Background: an optimization exercise with open tools, aiming at small area, a short achievable clock period and few clock cycles. Do not read the settings as production practice. At most, simulation tests tie the RTL to the original design; equivalence was not proved. Power figures rest on the tool's default switching activity, not on a simulated workload.

==> 10-23: inputs <==
## task3
module task3(
    input [2:0] opcode,
    output reg done,
    output reg [23:0] out,
    input [7:0] in2,
    input [7:0] in1,
    input [7:0] in0,
    input clk,
    input rst
    );
    function [10:0] fx; input [3:0] v;
        case (v)
            4'd0: fx = 11'd0;
            4'd1: fx = 11'd13;
            4'd2: fx = 11'd36;
            4'd3: fx = 11'd69;
            4'd4: fx = 11'd112;
            4'd5: fx = 11'd165;
            4'd6: fx = 11'd228;
            4'd7: fx = 11'd301;
            4'd8: fx = 11'd384;
            4'd9: fx = 11'd477;
            4'd10: fx = 11'd580;
            4'd11: fx = 11'd693;
            4'd12: fx = 11'd816;
            4'd13: fx = 11'd949;
            4'd14: fx = 11'd1092;
            4'd15: fx = 11'd1245;
        endcase
    endfunction
    function [9:0] gy; input [3:0] v;
        case (v)
            4'd0: gy = 10'd0;
            4'd1: gy = 10'd1;
            4'd2: gy = 10'd10;
            4'd3: gy = 10'd27;
            4'd4: gy = 10'd52;
            4'd5: gy = 10'd85;
            4'd6: gy = 10'd126;
            4'd7: gy = 10'd175;
            4'd8: gy = 10'd232;
            4'd9: gy = 10'd297;
            4'd10: gy = 10'd370;
            4'd11: gy = 10'd451;
            4'd12: gy = 10'd540;
            4'd13: gy = 10'd637;
            4'd14: gy = 10'd742;
            4'd15: gy = 10'd855;
        endcase
    endfunction
    function [10:0] fz; input [3:0] v;
        case (v)
            4'd0: fz = 11'd13;
  ...
export LEC_CHECK = 0
export ABC_AREA = 1
export CAP_MARGIN = 20
export CORE_MARGIN = 2
export CORE_UTILIZATION = 70
export CTS_BUF_LIST = sky130_fd_sc_hd__clkbuf_4 sky130_fd_sc_hd__clkbuf_8
export SLEW_MARGIN = 20
create_clock -name core_clock -period 12.0 [get_ports {clk}]
standard.sh (not shown) runs the stock make flow with config.mk's settings and CLKGATE_MAP_FILE= SYNTH_SCRIPT=/design/flow/synth_recipe.tcl, a recipe that flattens the netlist after the stock synthesis.
==> flow/flow/run.sh <==
#!/bin/bash
set -euo pipefail
cd "$(dirname "$0")/.."
bash standard.sh finish \
  SETUP_SLACK_MARGIN=6.8 \
  "BUFFER_PORTS_ARGS=-buffer_cell sky130_fd_sc_hd__buf_1" \
  > run_standard.log 2>&1
==> 03-02 (differences from 10-23) <==
==> flow/flow/run.sh (replaced) <==
#!/bin/bash
set -euo pipefail
cd "$(dirname "$0")/.."
bash standard.sh finish \
  SETUP_SLACK_MARGIN=6 \
  "BUFFER_PORTS_ARGS=-buffer_cell sky130_fd_sc_hd__buf_1" \
  > run_standard.log 2>&1
Settings changed: ABC_AREA 1 to default, ABC_CLOCK_PERIOD_IN_PS from default to 3000, CORE_UTILIZATION 70 to 40, CTS_BUF_LIST sky130_fd_sc_hd__clkbuf_4 sky130_fd_sc_hd__clkbuf_8 to default.
==> comparison table <==
item                                                                    10-23                    03-02
Run status                                            complete, no violations  complete, no violations
Hold slack                                                           0.531 ns                 0.603 ns
Sequential power share                                                  12.6%                    15.1%
WP depth                                                                   17                       13
Wire per inst                                                         17.5 um                  17.9 um
Estimated wirelength of the detail-placed design                    15,100 um                13,100 um
Register fraction of the total cell area                                14.4%                    15.2%
Power Internal                                                     0.000588 W               0.000561 W
Static leakage                                                        3.51 nW                  2.86 nW
Start point of the critical path                                       in2[1]                   in1[3]
Worst clock skew on the final layout                               0.00810 ns                0.0104 ns
Power density over the cells                                       210 mW/mm2               181 mW/mm2
GR met2 Demand/Resource                                                 68.6%                    34.3%
Die height                                                              97 um                   125 um
Combinational logic power                                           0.00114 W               0.000835 W
Combinational Power Share                                               81.5%                    73.0%
Arrival time reported for the critical path endpoint                  5.17 ns                  5.89 ns
Placed Cells incl. Taps                                                 1,044                      888
Buffers outside the clock class                                            64                       56
Max incr delay on CP                                                  0.57 ns                  0.46 ns
Area overhead of the layout relative to synthesis                       10.4%                    8.88%
Testbench counts of 10-23, summed over its fixed seeds: cycles 21,090.
Testbench counts of 03-02, summed over its fixed seeds: cycles 21,090.

* * *

==> lagoon: inputs <==
Another version of the RTL of task3 (not shown whole).
clock: 12.0 ns
lec_check: 0
abc_area: 1
cap_margin: 20
core_margin: 2
core_utilization: 70
cts_buf_list: sky130_fd_sc_hd__clkbuf_4 sky130_fd_sc_hd__clkbuf_8
slew_margin: 20
==> flow/flow/run.sh <==
#!/bin/bash
set -euo pipefail
cd "$(dirname "$0")/.."
bash standard.sh finish \
  SETUP_SLACK_MARGIN=7.4 \
  "BUFFER_PORTS_ARGS=-buffer_cell sky130_fd_sc_hd__buf_1" \
  > run_standard.log 2>&1
==> tundra (differences from lagoon) <==
==> flow/flow/run.sh (replaced) <==
#!/bin/bash
set -euo pipefail
cd "$(dirname "$0")/.."
bash standard.sh finish \
  SETUP_SLACK_MARGIN=7.2 \
  "BUFFER_PORTS_ARGS=-buffer_cell sky130_fd_sc_hd__buf_1" \
  > run_standard.log 2>&1
==> flow/config.mk (replaced) <==
export PLATFORM = sky130hd
export DESIGN_NAME = task3
export DESIGN_NICKNAME = task3
export VERILOG_FILES = /design/flow/design.v
export SDC_FILE = /design/flow/constraint.sdc
export NUM_CORES = 4
export LEC_CHECK = 0
export CAP_MARGIN = 20
export CORE_MARGIN = 2
export CORE_UTILIZATION = 70
export CTS_BUF_LIST = sky130_fd_sc_hd__clkbuf_4 sky130_fd_sc_hd__clkbuf_8
export SLEW_MARGIN = 20
==> pepper (differences from lagoon) <==
--- a/flow/design.v
+++ b/flow/design.v
@@ -1,12 +1,12 @@
 `timescale 1ns / 1ps
 module task3(
     input [2:0] opcode,
     output reg done,
-    output [23:0] out,
+    output reg [23:0] out,
     input [7:0] in2,
     input [7:0] in1,
     input [7:0] in0,
     input clk,
     input rst
     );
     function [10:0] fx; input [3:0] v;
@@ -65,23 +65,21 @@
             4'd11: fz = 11'd717;
             4'd12: fz = 11'd853;
             4'd13: fz = 11'd1001;
             4'd14: fz = 11'd1161;
             4'd15: fz = 11'd1333;
         endcase
     endfunction
-    reg k1, k2, k3;      
+    reg [1:0] st;        
     reg [7:0] areg;      
-    reg [23:0] oreg;     
-    reg [12:0] creg;     
-    reg e6, e5;          
-    wire [12:0] pre = oreg[12:0] + creg;
-    assign out = {oreg[23:19] | {5{pre[12] & e5}}, oreg[18:13] | {6{pre[12] & e6}}, pre};
-    wire [7:0] mx = oreg[7:0];
-    wire [7:0] mz = oreg[15:8] & {8{k3}};
+    reg [7:0] breg;      
+    wire op7 = (opcode == 3'd7);
+    wire sub = (opcode == 3'd1);
+    wire [7:0] mx = (st == 2'd1) ? breg : (st == 2'd2) ? out[7:0] : out[23:16];
+    wire [7:0] mz = (st == 2'd3) ? out[15:8] : 8'd0;
     wire m_1;
     wire m_2;
     wire m_3;
     wire m_4;
     wire m_5;
     wire m_6;
     wire m_7;
@@ -273,47 +271,38 @@
     assign m_95 = m_50 ^ m_70 ^ m_71;
     assign m_96 = (m_50 & m_70) | (m_50 & m_71) | (m_70 & m_71);
     assign m_97 = (mx[6] & areg[7]) ^ (mx[7] & areg[6]) ^ m_72;
     assign m_98 = ((mx[6] & areg[7]) & (mx[7] & areg[6])) | ((mx[6] & areg[7]) & m_72) | ((mx[7] & areg[6]) & m_72);
     wire [15:0] pa = {1'b0, (mx[7] & areg[7]), m_96, m_94, m_92, m_90, m_88, m_86, m_84, m_82, m_80, m_78, m_76, m_74, mz[1], (mx[0] & areg[0])};
     wire [15:0] pb = {1'b0, m_98, m_97, m_95, m_93, m_91, m_89, m_87, m_85, m_83, m_81, m_79, m_77, m_75, m_73, mz[0]};
     wire [15:0] prod = pa + pb;
-    wire t7 = opcode[2] & opcode[0];         
-    wire [12:0] s0 = t7 ? {2'b0, fx(in0[3:0])} : {5'd0, in0};
-    wire [12:0] s1 = (t7 ? {3'b0, gy(in1[3:0])} : {5'd0, in1}) ^ {13{opcode[0]}};
-    wire [12:0] s2 = opcode[2] ? (opcode[0] ? {2'b0, fz(in2[3:0])} : {5'd0, in2}) : 13'd0;
-    wire [12:0] cs_s = s0 ^ s1 ^ s2;
-    wire [12:0] cs_m = (s0 & s1) | (s0 & s2) | (s1 & s2);
-    wire [12:0] cs_c = {cs_m[11:0], opcode[0]};
-    wire sc = (opcode[2] == opcode[1]);      
+    wire [12:0] s0 = op7 ? {2'b0, fx(in0[3:0])} : {5'd0, in0};
+    wire [12:0] s1 = op7 ? ~{3'b0, gy(in1[3:0])} : sub ? {5'h1f, ~in1} : {5'd0, in1};
+    wire [12:0] s2 = op7 ? {2'b0, fz(in2[3:0])} : (opcode == 3'd6) ? {5'd0, in2} : 13'd0;
+    wire [12:0] sum = s0 + s1 + s2 + {12'd0, sub | op7};
     reg [23:0] res;
     always @* begin
-        if (sc)
-            res = {11'd0, cs_s};
-        else if (opcode == 3'd3)
-            res = {17'd0, in0[7:1]};
-        else                                 
-            res = k1 ? {8'd0, prod} : k2 ? {prod[7:0], prod[15:8], oreg[15:8]}
-                : k3 ? {prod, oreg[23:16]} : {16'd0, opcode[2] ? in0 : in1};
+        case (opcode)
+            3'd0, 3'd6: res = {14'd0, sum[9:0]};
+            3'd1:       res = {{14{sum[9]}}, sum[9:0]};
+            3'd3:       res = {17'd0, in0[7:1]};
+            3'd7:       res = {5'd0, {6{sum[12]}}, sum};
+            default:    res = (st == 2'd2) ? {out[15:8], prod}
+                            : (st == 2'd3) ? {prod, out[7:0]} : {8'd0, prod};
+        endcase
     end
     wire mul = (opcode == 3'd2) | (opcode == 3'd4) | (opcode == 3'd5);
-    wire last = !mul | ((opcode == 3'd5) ? k3 : k1);
+    wire last = !mul | ((opcode == 3'd5) ? (st == 2'd3) : (st == 2'd1));
     always @(posedge clk) begin
         areg <= in0;
+        breg <= opcode[2] ? in0 : in1;
         if (!rst) begin
             done <= 1'b0;
-            k1 <= 1'b0;
-            k2 <= 1'b0;
-            k3 <= 1'b0;
+            st <= 2'd0;
         end else if (!done) begin
-            oreg <= res;
-            creg <= sc ? cs_c : 13'd0;
-            e6 <= sc;
-            e5 <= sc & ~opcode[2];
-            k1 <= !(k1 | k2 | k3);
-            k2 <= k1;
-            k3 <= k2;
+            out <= res;
+            st <= st + 2'd1;
             if (last)
                 done <= 1'b1;
         end
     end
 endmodule
==> flow/run.sh (new file) <==
#!/bin/bash
# synth_recipe.tcl (not shown) runs the flow's synth.tcl, then flattens the netlist and writes it again
# the make line also repeats each setting of config.mk as NAME=value (left out here)
make -C /OpenROAD-flow-scripts/flow DESIGN_CONFIG=/design/flow/config.mk WORK_HOME=/design/flow/orfs CLKGATE_MAP_FILE= SYNTH_SCRIPT=/design/flow/synth_recipe.tcl finish
==> flow/config.mk (replaced) <==
export PLATFORM = sky130hd
export DESIGN_NAME = task3
export DESIGN_NICKNAME = task3
export VERILOG_FILES = /design/flow/design.v
export SDC_FILE = /design/flow/constraint.sdc
export NUM_CORES = 4
export LEC_CHECK = 0
export ABC_CLOCK_PERIOD_IN_PS = 3000
export CAP_MARGIN = 20
export CORE_MARGIN = 2
export CORE_UTILIZATION = 40
export SETUP_SLACK_MARGIN = 5
export SLEW_MARGIN = 20
removed: flow/flow/run.sh
removed: flow/standard.sh
==> ember (differences from lagoon) <==
--- a/flow/design.v
+++ b/flow/design.v
@@ -1,12 +1,12 @@
 `timescale 1ns / 1ps
 module task3(
     input [2:0] opcode,
     output reg done,
-    output [23:0] out,
+    output reg [23:0] out,
     input [7:0] in2,
     input [7:0] in1,
     input [7:0] in0,
     input clk,
     input rst
     );
     function [10:0] fx; input [3:0] v;
@@ -67,21 +67,18 @@
             4'd13: fz = 11'd1001;
             4'd14: fz = 11'd1161;
             4'd15: fz = 11'd1333;
         endcase
     endfunction
     reg k1, k2, k3;      
     reg [7:0] areg;      
-    reg [23:0] oreg;     
-    reg [12:0] creg;     
-    reg e6, e5;          
-    wire [12:0] pre = oreg[12:0] + creg;
-    assign out = {oreg[23:19] | {5{pre[12] & e5}}, oreg[18:13] | {6{pre[12] & e6}}, pre};
-    wire [7:0] mx = oreg[7:0];
-    wire [7:0] mz = oreg[15:8] & {8{k3}};
+    wire op7 = (opcode == 3'd7);
+    wire sub = (opcode == 3'd1);
+    wire [7:0] mx = k3 ? out[23:16] : out[7:0];
+    wire [7:0] mz = out[15:8] & {8{k3}};
     wire m_1;
     wire m_2;
     wire m_3;
     wire m_4;
     wire m_5;
     wire m_6;
     wire m_7;
@@ -273,46 +270,40 @@
     assign m_95 = m_50 ^ m_70 ^ m_71;
     assign m_96 = (m_50 & m_70) | (m_50 & m_71) | (m_70 & m_71);
     assign m_97 = (mx[6] & areg[7]) ^ (mx[7] & areg[6]) ^ m_72;
     assign m_98 = ((mx[6] & areg[7]) & (mx[7] & areg[6])) | ((mx[6] & areg[7]) & m_72) | ((mx[7] & areg[6]) & m_72);
     wire [15:0] pa = {1'b0, (mx[7] & areg[7]), m_96, m_94, m_92, m_90, m_88, m_86, m_84, m_82, m_80, m_78, m_76, m_74, mz[1], (mx[0] & areg[0])};
     wire [15:0] pb = {1'b0, m_98, m_97, m_95, m_93, m_91, m_89, m_87, m_85, m_83, m_81, m_79, m_77, m_75, m_73, mz[0]};
     wire [15:0] prod = pa + pb;
-    wire t7 = opcode[2] & opcode[0];         
-    wire [12:0] s0 = t7 ? {2'b0, fx(in0[3:0])} : {5'd0, in0};
-    wire [12:0] s1 = (t7 ? {3'b0, gy(in1[3:0])} : {5'd0, in1}) ^ {13{opcode[0]}};
-    wire [12:0] s2 = opcode[2] ? (opcode[0] ? {2'b0, fz(in2[3:0])} : {5'd0, in2}) : 13'd0;
-    wire [12:0] cs_s = s0 ^ s1 ^ s2;
-    wire [12:0] cs_m = (s0 & s1) | (s0 & s2) | (s1 & s2);
-    wire [12:0] cs_c = {cs_m[11:0], opcode[0]};
-    wire sc = (opcode[2] == opcode[1]);      
+    wire [12:0] s0 = op7 ? {2'b0, fx(in0[3:0])} : {5'd0, in0};
+    wire [12:0] s1 = op7 ? ~{3'b0, gy(in1[3:0])} : sub ? {5'h1f, ~in1} : {5'd0, in1};
+    wire [12:0] s2 = op7 ? {2'b0, fz(in2[3:0])} : (opcode == 3'd6) ? {5'd0, in2} : 13'd0;
+    wire [12:0] sum = s0 + s1 + s2 + {12'd0, sub | op7};
     reg [23:0] res;
     always @* begin
-        if (sc)
-            res = {11'd0, cs_s};
-        else if (opcode == 3'd3)
-            res = {17'd0, in0[7:1]};
-        else                                 
-            res = k1 ? {8'd0, prod} : k2 ? {prod[7:0], prod[15:8], oreg[15:8]}
-                : k3 ? {prod, oreg[23:16]} : {16'd0, opcode[2] ? in0 : in1};
+        case (opcode)
+            3'd0, 3'd6: res = {14'd0, sum[9:0]};
+            3'd1:       res = {{14{sum[9]}}, sum[9:0]};
+            3'd3:       res = {17'd0, in0[7:1]};
+            3'd7:       res = {5'd0, {6{sum[12]}}, sum};
+            default:    res = k1 ? {8'd0, prod} : k2 ? {out[15:8], prod}
+                            : k3 ? {prod, out[7:0]} : {16'd0, opcode[2] ? in0 : in1};
+        endcase
     end
     wire mul = (opcode == 3'd2) | (opcode == 3'd4) | (opcode == 3'd5);
     wire last = !mul | ((opcode == 3'd5) ? k3 : k1);
     always @(posedge clk) begin
         areg <= in0;
         if (!rst) begin
             done <= 1'b0;
             k1 <= 1'b0;
             k2 <= 1'b0;
             k3 <= 1'b0;
         end else if (!done) begin
-            oreg <= res;
-            creg <= sc ? cs_c : 13'd0;
-            e6 <= sc;
-            e5 <= sc & ~opcode[2];
+            out <= res;
             k1 <= !(k1 | k2 | k3);
             k2 <= k1;
             k3 <= k2;
             if (last)
                 done <= 1'b1;
         end
     end
==> flow/flow/run.sh (replaced) <==
#!/bin/bash
set -euo pipefail
cd "$(dirname "$0")/.."
bash standard.sh finish \
  SETUP_SLACK_MARGIN=6.8 \
  "BUFFER_PORTS_ARGS=-buffer_cell sky130_fd_sc_hd__buf_1" \
  > run_standard.log 2>&1
==> comparison table <==
Met2 track utilization from global routing: ember 0.736; pepper 0.350; lagoon 0.580; tundra 0.580
Die Footprint: ember 9400 sq um; pepper 15600 sq um; lagoon 10300 sq um; tundra 9940 sq um
Power dissipated by switching net loads: ember 0.865 mW; pepper 0.591 mW; lagoon 0.650 mW; tundra 0.602 mW
Count of filler cells inserted in the layout: ember 526; pepper 1407; lagoon 672; tundra 601
Number of iterations in the first detailed-routing pass: ember 6; pepper 5; lagoon 7; tundra 8
Data required time of the critical path: ember 12020 ps; pepper 12020 ps; lagoon 9600 ps; tundra 9600 ps
Total wire length after detailed routing: ember 19800 microns; pepper 16400 microns; lagoon 18700 microns; tundra 17600 microns
Fmax: ember 0.191 GHz; pepper 0.152 GHz; lagoon 0.211 GHz; tundra 0.198 GHz
Critical Path Fanout Max: ember 14; pepper 11; lagoon 5; tundra 6
Slowest stage delay, CP: ember 680 ps; pepper 730 ps; lagoon 460 ps; tundra 520 ps
Post-synthesis share of cell area spent on and, or, nand and nor gates: ember 0.288; pepper 0.163; lagoon 0.253; tundra 0.200
Result of the run: ember no timing/DRC/antenna violations; pepper no timing/DRC/antenna violations; lagoon no timing/DRC/antenna violations; tundra no timing/DRC/antenna violations
Length of routed met3 wiring: ember 1810 microns; pepper 876 microns; lagoon 2090 microns; tundra 1780 microns
Static leakage: ember 3.62 nW; pepper 2.99 nW; lagoon 3.78 nW; tundra 3.07 nW
Flip-flop and latch share of the layout cell area: ember 0.140; pepper 0.165; lagoon 0.189; tundra 0.194
Length in cells of the worst reg-to-reg path: ember 21; pepper 18; lagoon 20; tundra 16
Clock latency (worst-skew pair): ember 290 ps; pepper 280 ps; lagoon 320 ps; tundra 300 ps
Cell with the largest stage delay on the worst path: ember fa_1; pepper clkdlybuf4s50_1; lagoon edfxtp_1; tundra edfxtp_1
Number of multi-input combinational cells in the layout: ember 653; pepper 526; lagoon 657; tundra 581
Count of flip-flops with a built-in enable after synthesis: ember 24; pepper 24; lagoon 38; tundra 38
Non-clock inverter count: ember 187; pepper 83; lagoon 191; tundra 75
Final setup skew: ember 2.67 ps; pepper 6.39 ps; lagoon 9.36 ps; tundra 12.8 ps
Logic pwr share: ember 0.808; pepper 0.715; lagoon 0.717; tundra 0.729
Signal buffers: ember 71; pepper 56; lagoon 75; tundra 75
Layout non-clock buf frac: ember 0.0535; pepper 0.0836; lagoon 0.0554; tundra 0.0545
Area used by multi-input combinational logic: ember 4590 sq um; pepper 4320 sq um; lagoon 4560 sq um; tundra 4860 sq um
Testbench counts of lagoon, summed over its fixed seeds: cycles 21,090.
Testbench counts of tundra, summed over its fixed seeds: cycles 21,090.
Testbench counts of pepper, summed over its fixed seeds: cycles 21,090.
Only the layout flow was run in ember; the RTL was not checked for function there.

afterwards: timing with drivers on the ports:
In the flow no input, the clock included, has a driving cell. The finished layouts below were timed again as built, in two steps.
Step 1 sets driving cells, clkbuf_16 on the clock port and buf_2 on the other inputs (assumed; they add their load-dependent delay and slew).
Step 2, shift: input delay + t, output delay - t, t = (earliest + latest rising clock arrival at the registers) / 2. This alone moves slack from input paths to output paths.
a / b / c = ideal ports / drivers / drivers and shift; a / b = the first two.
run | shift t [ns] | setup WS [ns] | worst hold slack (ns) | worst setup path after step 2 | worst slew at a driven data input, ns
10-23 | 0.317 | 6.875 / 6.880 / 6.563 | 0.531 / 0.531 / 0.531 | input to register | 0.04
03-02 | 0.310 | 6.133 / 6.148 / 5.837 | 0.603 / 0.603 / 0.603 | input to register | 0.04
lagoon | 0.347 | 7.269 / 7.237 / 7.215 | 0.614 / 0.614 / 0.614 | input to register | 0.03
tundra | 0.329 | 6.956 / 6.925 / 7.076 | 0.660 / 0.660 / 0.660 | input to register | 0.03
pepper | 0.317 | 5.433 / 5.449 / 5.132 | 0.602 / 0.602 / 0.602 | input to register | 0.04
ember | 0.311 | 6.768 / 6.758 / 6.446 | 0.546 / 0.546 / 0.546 | input to register | 0.04
After both steps every run listed still meets setup and hold. The setup slack of ember, which loses most, moves by -0.010 ns with the drivers and by -0.322 ns with both steps.
